From an optimization exercise on the open Yosys and OpenROAD flow, aimed at small area; shortcuts taken in it are not production practice.
Only simulation tests tie the RTL to the original design; equivalence was not proved.
The flow treats the clock pin as an ideal source, which a real chip does not have.

==> run P <==
==> flow/design.v (excerpt) <==
module gemm_datapath (
    input   wire              clk,
    input   wire              reset_n,
    input   wire  [ 63 : 0 ]  inp_mem_read_DOUT,
    input   wire  [ 63 : 0 ]  wgt_mem_read_DOUT,
    input   wire  [  7 : 0 ]  b_en,
    input   wire  [  7 : 0 ]  b_path_en,
    input   wire  [255 : 0 ]  acc_mem_read_DOUT,
    output  wire  [255 : 0 ]  acc_mem_write_DIN
);
Settings: LEC_CHECK=0, CAP_MARGIN=20, CORE_MARGIN=2, CORE_UTILIZATION=55, CTS_CLUSTER_DIAMETER=60, CTS_CLUSTER_SIZE=30, PLACE_DENSITY=0.65, SLEW_MARGIN=20, SYNTH_HIERARCHICAL=1, SYNTH_MINIMUM_KEEP_SIZE=0; clock period 7.0 ns.
run.sh (not shown) runs the stock make flow with config.mk's settings and CLKGATE_MAP_FILE= SYNTH_SCRIPT=/design/flow/synth_recipe.tcl, a recipe that flattens the netlist after the stock synthesis.
==> run A (differences from run P) <==
--- a/flow/design.v
+++ b/flow/design.v
@@ -1,13 +1,15 @@
 module gemm_dot8 (
   input  wire [31:0] one, two, neg,
   input  wire [ 9:0] nsum,
   input  wire [63:0] w,
-  output wire [18:0] s
+  output wire [9:0] lo,      
+  output wire         co,      
+  output wire [18:10] ha, hb   
 );
   wire t0 = (one[0] & w[0]) ^ neg[0];
   wire t1 = ((one[0] & w[1]) | (two[0] & w[0])) ^ neg[0];
   wire t2 = ((one[0] & w[2]) | (two[0] & w[1])) ^ neg[0];
   wire t3 = ((one[0] & w[3]) | (two[0] & w[2])) ^ neg[0];
   wire t4 = ((one[0] & w[4]) | (two[0] & w[3])) ^ neg[0];
   wire t5 = ((one[0] & w[5]) | (two[0] & w[4])) ^ neg[0];
   wire t6 = ((one[0] & w[6]) | (two[0] & w[5])) ^ neg[0];
@@ -841,17 +843,19 @@
   wire t834, t835;
   gemm_fa u273 (.a(t823), .b(t832), .c(t825), .s(t834), .co(t835));
   wire t836, t837;
   gemm_fa u274 (.a(1'b1), .b(t829), .c(t831), .s(t836), .co(t837));
   wire t838, t839;
   gemm_fa u275 (.a(t836), .b(t833), .c(t835), .s(t838), .co(t839));
   wire [18:0] ra = {1'b1, t837, t838, t827, t826, t783, t782, t707, t706, t656, t543, t542, t433, t432, t355, t352, t328, t306, t294};
   wire [18:0] rb = {1'b0, t839, 1'b0, t834, 1'b0, t806, 1'b0, t746, 1'b0, 1'b0, t602, 1'b0, t484, 1'b0, t390, t354, 1'b0, 1'b0, 1'b0};
-  assign s = ra + rb;
+  assign {co, lo} = ra[9:0] + rb[9:0];
+  assign ha = ra[18:10];
+  assign hb = rb[18:10];
 endmodule
 module gemm_negsum (
   input  wire [31:0] neg,
   output wire [ 9:0] nsum
 );
   wire n0, n1;
   gemm_fa u0 (.a(neg[0]), .b(neg[4]), .c(neg[8]), .s(n0), .co(n1));
   wire n2, n3;
@@ -892,19 +896,23 @@
   gemm_fa u18 (.a(n29), .b(n31), .c(n33), .s(n36), .co(n37));
   wire [9:0] ra = {1'b0, n37, n35, n34, n25, n24, n15, n14, n6, n2};
   wire [9:0] rb = {1'b0, 1'b0, n36, 1'b0, n26, 1'b0, n16, 1'b0, 1'b0, n4};
   assign nsum = ra + rb;
 endmodule
 module gemm_acc (
   input  wire        rst_n,
   input  wire [31:0] a,
-  input  wire [18:0] s,
+  input  wire [9:0] slo,         
+  input  wire        sc,
+  input  wire [18:10] sha, shb,
   output wire [31:0] y
 );
+  wire [18:10] shi = sha + shb + {8'd0, sc};
+  wire [18:0] s = {shi, slo};
   wire k0 = a[0] ^ s[0];
   wire k1 = a[0] & s[0];
   wire k2, k3;
   gemm_fa u0 (.a(a[1]), .b(s[1]), .c(k1), .s(k2), .co(k3));
   wire k4, k5;
   gemm_fa u1 (.a(a[2]), .b(s[2]), .c(k3), .s(k4), .co(k5));
   wire k6, k7;
   gemm_fa u2 (.a(a[3]), .b(s[3]), .c(k5), .s(k6), .co(k7));
@@ -1046,31 +1054,44 @@
   reg [31:0] one, two, neg;
   reg [ 9:0] nsum;
   always @(posedge clk) begin
     one  <= one_d;
     two  <= two_d;
     neg  <= neg_d;
     nsum <= nsum_d;
   end
-  wire [63:0] sw_d [0:8];
+  wire [63:0] sw_d [0:7];
   assign sw_d[0] = wl[WD];
   generate for (m = 0; m < 8; m = m + 1) begin: ROW
     wire pen = pel[ED-m][m];
     wire ben = bel[ED-m][m];
     reg  [63:0] sw;    
     reg  [63:0] aw;    
-    gemm_mux64 swmux (.s(pen), .a(sw_d[m]), .b(sw), .y(sw_d[m+1]));
+    if (m < 7) begin: CHAIN
+      gemm_mux64 swmux (.s(pen), .a(sw_d[m]), .b(sw), .y(sw_d[m+1]));
+      always @(posedge clk) sw <= sw_d[m+1];
+    end else begin: LAST
+      always @(posedge clk) if (pen) sw <= sw_d[m];
+    end
+    always @(posedge clk) if (ben) aw <= sw;
+    wire [9:0]  dlo;
+    wire        dco;
+    wire [18:10] dha, dhb;
+    gemm_dot8 dot8 (.one(one), .two(two), .neg(neg), .nsum(nsum), .w(aw),
+                    .lo(dlo), .co(dco), .ha(dha), .hb(dhb));
+    reg  [9:0]  slo;
+    reg         sc;
+    reg  [18:10] sha, shb;
     always @(posedge clk) begin
-      sw <= sw_d[m+1];
-      if (ben) aw <= sw;
+      slo <= dlo;
+      sc  <= dco;
+      sha <= dha;
+      shb <= dhb;
     end
-    wire [18:0] dot;
-    gemm_dot8 dot8 (.one(one), .two(two), .neg(neg), .nsum(nsum), .w(aw), .s(dot));
-    reg  [18:0] sum;
-    always @(posedge clk) sum <= dot;
     wire [31:0] acc_d;    
-    gemm_acc acc (.rst_n(reset_n), .a(acc_mem_read_DOUT[32*m+:32]), .s(sum), .y(acc_d));
+    gemm_acc acc (.rst_n(reset_n), .a(acc_mem_read_DOUT[32*m+:32]),
+                  .slo(slo), .sc(sc), .sha(sha), .shb(shb), .y(acc_d));
     reg [31:0] acc_out;
     always @(posedge clk) acc_out <= acc_d;
     assign acc_mem_write_DIN[32*m+:32] = acc_out;
   end endgenerate
 endmodule
==> flow/flow/run.sh (new file) <==
#!/bin/bash
# Layout flow: the standard flow (standard.sh, ORFS from synthesis to the
# final layout) with the standard synthesis unchanged and three changes to the
# layout steps, made through ORFS's own hooks:
#  - the port buffers are buf_1 cells (BUFFER_PORTS_ARGS);
#  - clock tree synthesis inserts no dummy loads and may use smaller clock
#    buffers (CTS_ARGS);
#  - after clock tree synthesis, cells on paths with timing slack are
#    downsized and the placement legalized again (post_cts.tcl).
# Every tool's full output goes to ORFS's logs (orfs/logs/...) and this
# script's own output to flow.log, in the folder it runs in.
set -euo pipefail
here=$(pwd)
export BUFFER_PORTS_ARGS="-buffer_cell sky130_fd_sc_hd__buf_1"
export CTS_ARGS="-sink_clustering_enable -repair_clock_nets -dont_use_dummy_load -sink_clustering_size 30 -sink_clustering_max_diameter 60 -buf_list {sky130_fd_sc_hd__clkbuf_4 sky130_fd_sc_hd__clkbuf_8 sky130_fd_sc_hd__clkbuf_16}"
export POST_CTS_TCL="$here/flow/post_cts.tcl"
bash standard.sh > "$here/flow.log" 2>&1
==> flow/flow/post_cts.tcl (new file) <==
# Downsize cells on paths with slack (keeping 0.1 ns of setup margin), then
# legalize the placement again.
repair_timing -recover_power 100 -setup_margin 0.1 -verbose
detailed_placement
check_placement -verbose
==> flow/standard.sh (new file) <==
#!/bin/bash
# synth_recipe.tcl (not shown) runs the flow's synth.tcl, then flattens the netlist and writes it again
# the make line also repeats each setting of config.mk as NAME=value (left out here)
make -C /OpenROAD-flow-scripts/flow DESIGN_CONFIG=/design/flow/config.mk WORK_HOME=/design/flow/orfs CLKGATE_MAP_FILE= SYNTH_SCRIPT=/design/flow/synth_recipe.tcl "${@:-finish}"
==> flow/config.mk (replaced) <==
export PLATFORM = sky130hd
export DESIGN_NAME = gemm_datapath
export DESIGN_NICKNAME = gemm_datapath
export VERILOG_FILES = /design/flow/design.v
export SDC_FILE = /design/flow/constraint.sdc
export NUM_CORES = 4
export LEC_CHECK = 0
export CAP_MARGIN = 5
export CORE_MARGIN = 2
export CORE_UTILIZATION = 55
export PLACE_DENSITY = 0.65
export SLEW_MARGIN = 5
export SYNTH_HIERARCHICAL = 1
export SYNTH_MINIMUM_KEEP_SIZE = 0
removed: flow/run.sh
==> run D (differences from run P) <==
--- a/flow/design.v
+++ b/flow/design.v
@@ -889,107 +889,16 @@
   wire n34, n35;
   gemm_fa u17 (.a(n30), .b(n32), .c(n27), .s(n34), .co(n35));
   wire n36, n37;
   gemm_fa u18 (.a(n29), .b(n31), .c(n33), .s(n36), .co(n37));
   wire [9:0] ra = {1'b0, n37, n35, n34, n25, n24, n15, n14, n6, n2};
   wire [9:0] rb = {1'b0, 1'b0, n36, 1'b0, n26, 1'b0, n16, 1'b0, 1'b0, n4};
   assign nsum = ra + rb;
 endmodule
-module gemm_acc (
-  input  wire        rst_n,
-  input  wire [31:0] a,
-  input  wire [18:0] s,
-  output wire [31:0] y
-);
-  wire k0 = a[0] ^ s[0];
-  wire k1 = a[0] & s[0];
-  wire k2, k3;
-  gemm_fa u0 (.a(a[1]), .b(s[1]), .c(k1), .s(k2), .co(k3));
-  wire k4, k5;
-  gemm_fa u1 (.a(a[2]), .b(s[2]), .c(k3), .s(k4), .co(k5));
-  wire k6, k7;
-  gemm_fa u2 (.a(a[3]), .b(s[3]), .c(k5), .s(k6), .co(k7));
-  wire k8, k9;
-  gemm_fa u3 (.a(a[4]), .b(s[4]), .c(k7), .s(k8), .co(k9));
-  wire k10, k11;
-  gemm_fa u4 (.a(a[5]), .b(s[5]), .c(k9), .s(k10), .co(k11));
-  wire k12, k13;
-  gemm_fa u5 (.a(a[6]), .b(s[6]), .c(k11), .s(k12), .co(k13));
-  wire k14 = a[7] ^ s[7];
-  wire k15 = a[7] & s[7];
-  wire k16, k17;
-  gemm_fa u6 (.a(a[8]), .b(s[8]), .c(k15), .s(k16), .co(k17));
-  wire k18, k19;
-  gemm_fa u7 (.a(a[9]), .b(s[9]), .c(k17), .s(k18), .co(k19));
-  wire k20, k21;
-  gemm_fa u8 (.a(a[10]), .b(s[10]), .c(k19), .s(k20), .co(k21));
-  wire k22, k23;
-  gemm_fa u9 (.a(a[11]), .b(s[11]), .c(k21), .s(k22), .co(k23));
-  wire k24, k25;
-  gemm_fa u10 (.a(a[12]), .b(s[12]), .c(k23), .s(k24), .co(k25));
-  wire k26 = ~(a[7] ^ s[7]);
-  wire k27 = a[7] | s[7];
-  wire k28, k29;
-  gemm_fa u11 (.a(a[8]), .b(s[8]), .c(k27), .s(k28), .co(k29));
-  wire k30, k31;
-  gemm_fa u12 (.a(a[9]), .b(s[9]), .c(k29), .s(k30), .co(k31));
-  wire k32, k33;
-  gemm_fa u13 (.a(a[10]), .b(s[10]), .c(k31), .s(k32), .co(k33));
-  wire k34, k35;
-  gemm_fa u14 (.a(a[11]), .b(s[11]), .c(k33), .s(k34), .co(k35));
-  wire k36, k37;
-  gemm_fa u15 (.a(a[12]), .b(s[12]), .c(k35), .s(k36), .co(k37));
-  wire k38 = a[13] ^ s[13];
-  wire k39 = a[13] & s[13];
-  wire k40, k41;
-  gemm_fa u16 (.a(a[14]), .b(s[14]), .c(k39), .s(k40), .co(k41));
-  wire k42, k43;
-  gemm_fa u17 (.a(a[15]), .b(s[15]), .c(k41), .s(k42), .co(k43));
-  wire k44, k45;
-  gemm_fa u18 (.a(a[16]), .b(s[16]), .c(k43), .s(k44), .co(k45));
-  wire k46, k47;
-  gemm_fa u19 (.a(a[17]), .b(s[17]), .c(k45), .s(k46), .co(k47));
-  wire k48, k49;
-  gemm_fa u20 (.a(a[18]), .b(s[18]), .c(k47), .s(k48), .co(k49));
-  wire k50 = ~(a[13] ^ s[13]);
-  wire k51 = a[13] | s[13];
-  wire k52, k53;
-  gemm_fa u21 (.a(a[14]), .b(s[14]), .c(k51), .s(k52), .co(k53));
-  wire k54, k55;
-  gemm_fa u22 (.a(a[15]), .b(s[15]), .c(k53), .s(k54), .co(k55));
-  wire k56, k57;
-  gemm_fa u23 (.a(a[16]), .b(s[16]), .c(k55), .s(k56), .co(k57));
-  wire k58, k59;
-  gemm_fa u24 (.a(a[17]), .b(s[17]), .c(k57), .s(k58), .co(k59));
-  wire k60, k61;
-  gemm_fa u25 (.a(a[18]), .b(s[18]), .c(k59), .s(k60), .co(k61));
-  wire c7 = k13;
-  wire [6:0] lo0 = {k12, k10, k8, k6, k4, k2, k0};
-  wire [5:0] lo1 = c7 ? {k36, k34, k32, k30, k28, k26} : {k24, k22, k20, k18, k16, k14};
-  wire c13 = c7 ? k37 : k25;
-  wire [5:0] lo2 = c13 ? {k60, k58, k56, k54, k52, k50} : {k48, k46, k44, k42, k40, k38};
-  wire c19 = c13 ? k61 : k49;
-  wire [12:0] ah = a[31:19];
-  wire [12:0] allone, allzero;    
-  assign allone[0] = 1'b1;
-  assign allzero[0] = 1'b1;
-  genvar i;
-  generate for (i = 1; i < 13; i = i + 1) begin: P
-    assign allone[i]  = allone[i-1] & ah[i-1];
-    assign allzero[i] = allzero[i-1] & ~ah[i-1];
-  end endgenerate
-  wire inc = c19 & ~s[18];
-  wire dec = ~c19 & s[18];
-  wire [12:0] hi = ah ^ (({13{inc}} & allone) | ({13{dec}} & allzero));
-  assign y = {32{rst_n}} & {hi, lo2, lo1, lo0};
-endmodule
-module gemm_mux64 (input wire s, input wire [63:0] a, b, output wire [63:0] y);
-  assign y = s ? a : b;
-endmodule
 module gemm_fa (input wire a, b, c, output wire s, co);
   assign s  = a ^ b ^ c;
   assign co = (a & b) | (c & (a ^ b));
 endmodule
 `timescale 1ns/1ps
 module gemm_datapath (
     input   wire              clk,
     input   wire              reset_n,
@@ -1053,24 +962,24 @@
   end
   wire [63:0] sw_d [0:8];
   assign sw_d[0] = wl[WD];
   generate for (m = 0; m < 8; m = m + 1) begin: ROW
     wire pen = pel[ED-m][m];
     wire ben = bel[ED-m][m];
     reg  [63:0] sw;    
     reg  [63:0] aw;    
-    gemm_mux64 swmux (.s(pen), .a(sw_d[m]), .b(sw), .y(sw_d[m+1]));
+    assign sw_d[m+1] = pen ? sw_d[m] : sw;
     always @(posedge clk) begin
       sw <= sw_d[m+1];
       if (ben) aw <= sw;
     end
     wire [18:0] dot;
     gemm_dot8 dot8 (.one(one), .two(two), .neg(neg), .nsum(nsum), .w(aw), .s(dot));
     reg  [18:0] sum;
     always @(posedge clk) sum <= dot;
-    wire [31:0] acc_d;    
-    gemm_acc acc (.rst_n(reset_n), .a(acc_mem_read_DOUT[32*m+:32]), .s(sum), .y(acc_d));
     reg [31:0] acc_out;
-    always @(posedge clk) acc_out <= acc_d;
+    always @(posedge clk)
+      if (!reset_n) acc_out <= 32'd0;
+      else          acc_out <= acc_mem_read_DOUT[32*m+:32] + {{13{sum[18]}}, sum};
     assign acc_mem_write_DIN[32*m+:32] = acc_out;
   end endgenerate
 endmodule
==> flow/config.mk (replaced) <==
export PLATFORM = sky130hd
export DESIGN_NAME = gemm_datapath
export DESIGN_NICKNAME = gemm_datapath
export VERILOG_FILES = /design/flow/design.v
export SDC_FILE = /design/flow/constraint.sdc
export NUM_CORES = 4
export LEC_CHECK = 0
export CAP_MARGIN = 20
export CORE_MARGIN = 2
export CORE_UTILIZATION = 55
export PLACE_DENSITY = 0.65
export SLEW_MARGIN = 20
export SYNTH_HIERARCHICAL = 1
export SYNTH_MINIMUM_KEEP_SIZE = 0
==> qor summary <==
metric	run P	run A	run D
Pin slew with the least headroom to its limit	1.20 ns	1.36 ns	1.09 ns
Final non-clock buffer share	6.03%	3.44%	6.68%
Number of distinct library cells after synthesis	61	61	83
Number of sinks driven by the clock tree	3930	4010	3930
Met1 track demand over resource in global routing	46.8%	48.1%	47.1%
Count of multi-input combinational gates	9079	9031	9974
Status	finished clean	finished clean	finished clean
Chip height	598 µm	602 µm	601 µm
Worst reg-to-reg setup slack	0.15 ns	0.35 ns	0.13 ns
Register-to-Register Path Depth	20	13	18
Cell Area, Synth	0.194 mm²	0.197 mm²	0.196 mm²
Share of the clock period used by the worst path after layout	97.8%	95.0%	98.2%
H-tree levels	5	-	5
Compound-Gate Fraction of Synth Area	8.58%	8.24%	10.8%

## separate check: timing with driven ports
Ports are ideal in the flow. The routed layouts listed here were re-timed in OpenROAD.
Step 1 assumes that a clkbuf_16 drives the clock port and a buf_2 every other input.
Step 2 also shifts input and output timing later by t, the mid clock arrival at the registers, as if the neighbouring blocks saw the same clock.
a / b / c = ideal / step 1 / step 2; a / b = the first two.
run	shift t [ns]	setup WS [ns]	worst setup path at the end	latest minus earliest clock arrival (ns)
run P	1.059	0.152 / 0.152 / 0.152	register to register	0.074 / 0.074
run A	1.022	0.347 / 0.347 / -0.428	input to register	0.119 / 0.118
run D	1.043	0.126 / 0.126 / 0.126	register to register	0.092 / 0.092
Met with ideal ports but missed after step 2: setup timing in run A. The setup slack of run A, which loses most, moves by 0.000 ns with the drivers and by -0.775 ns with both steps.
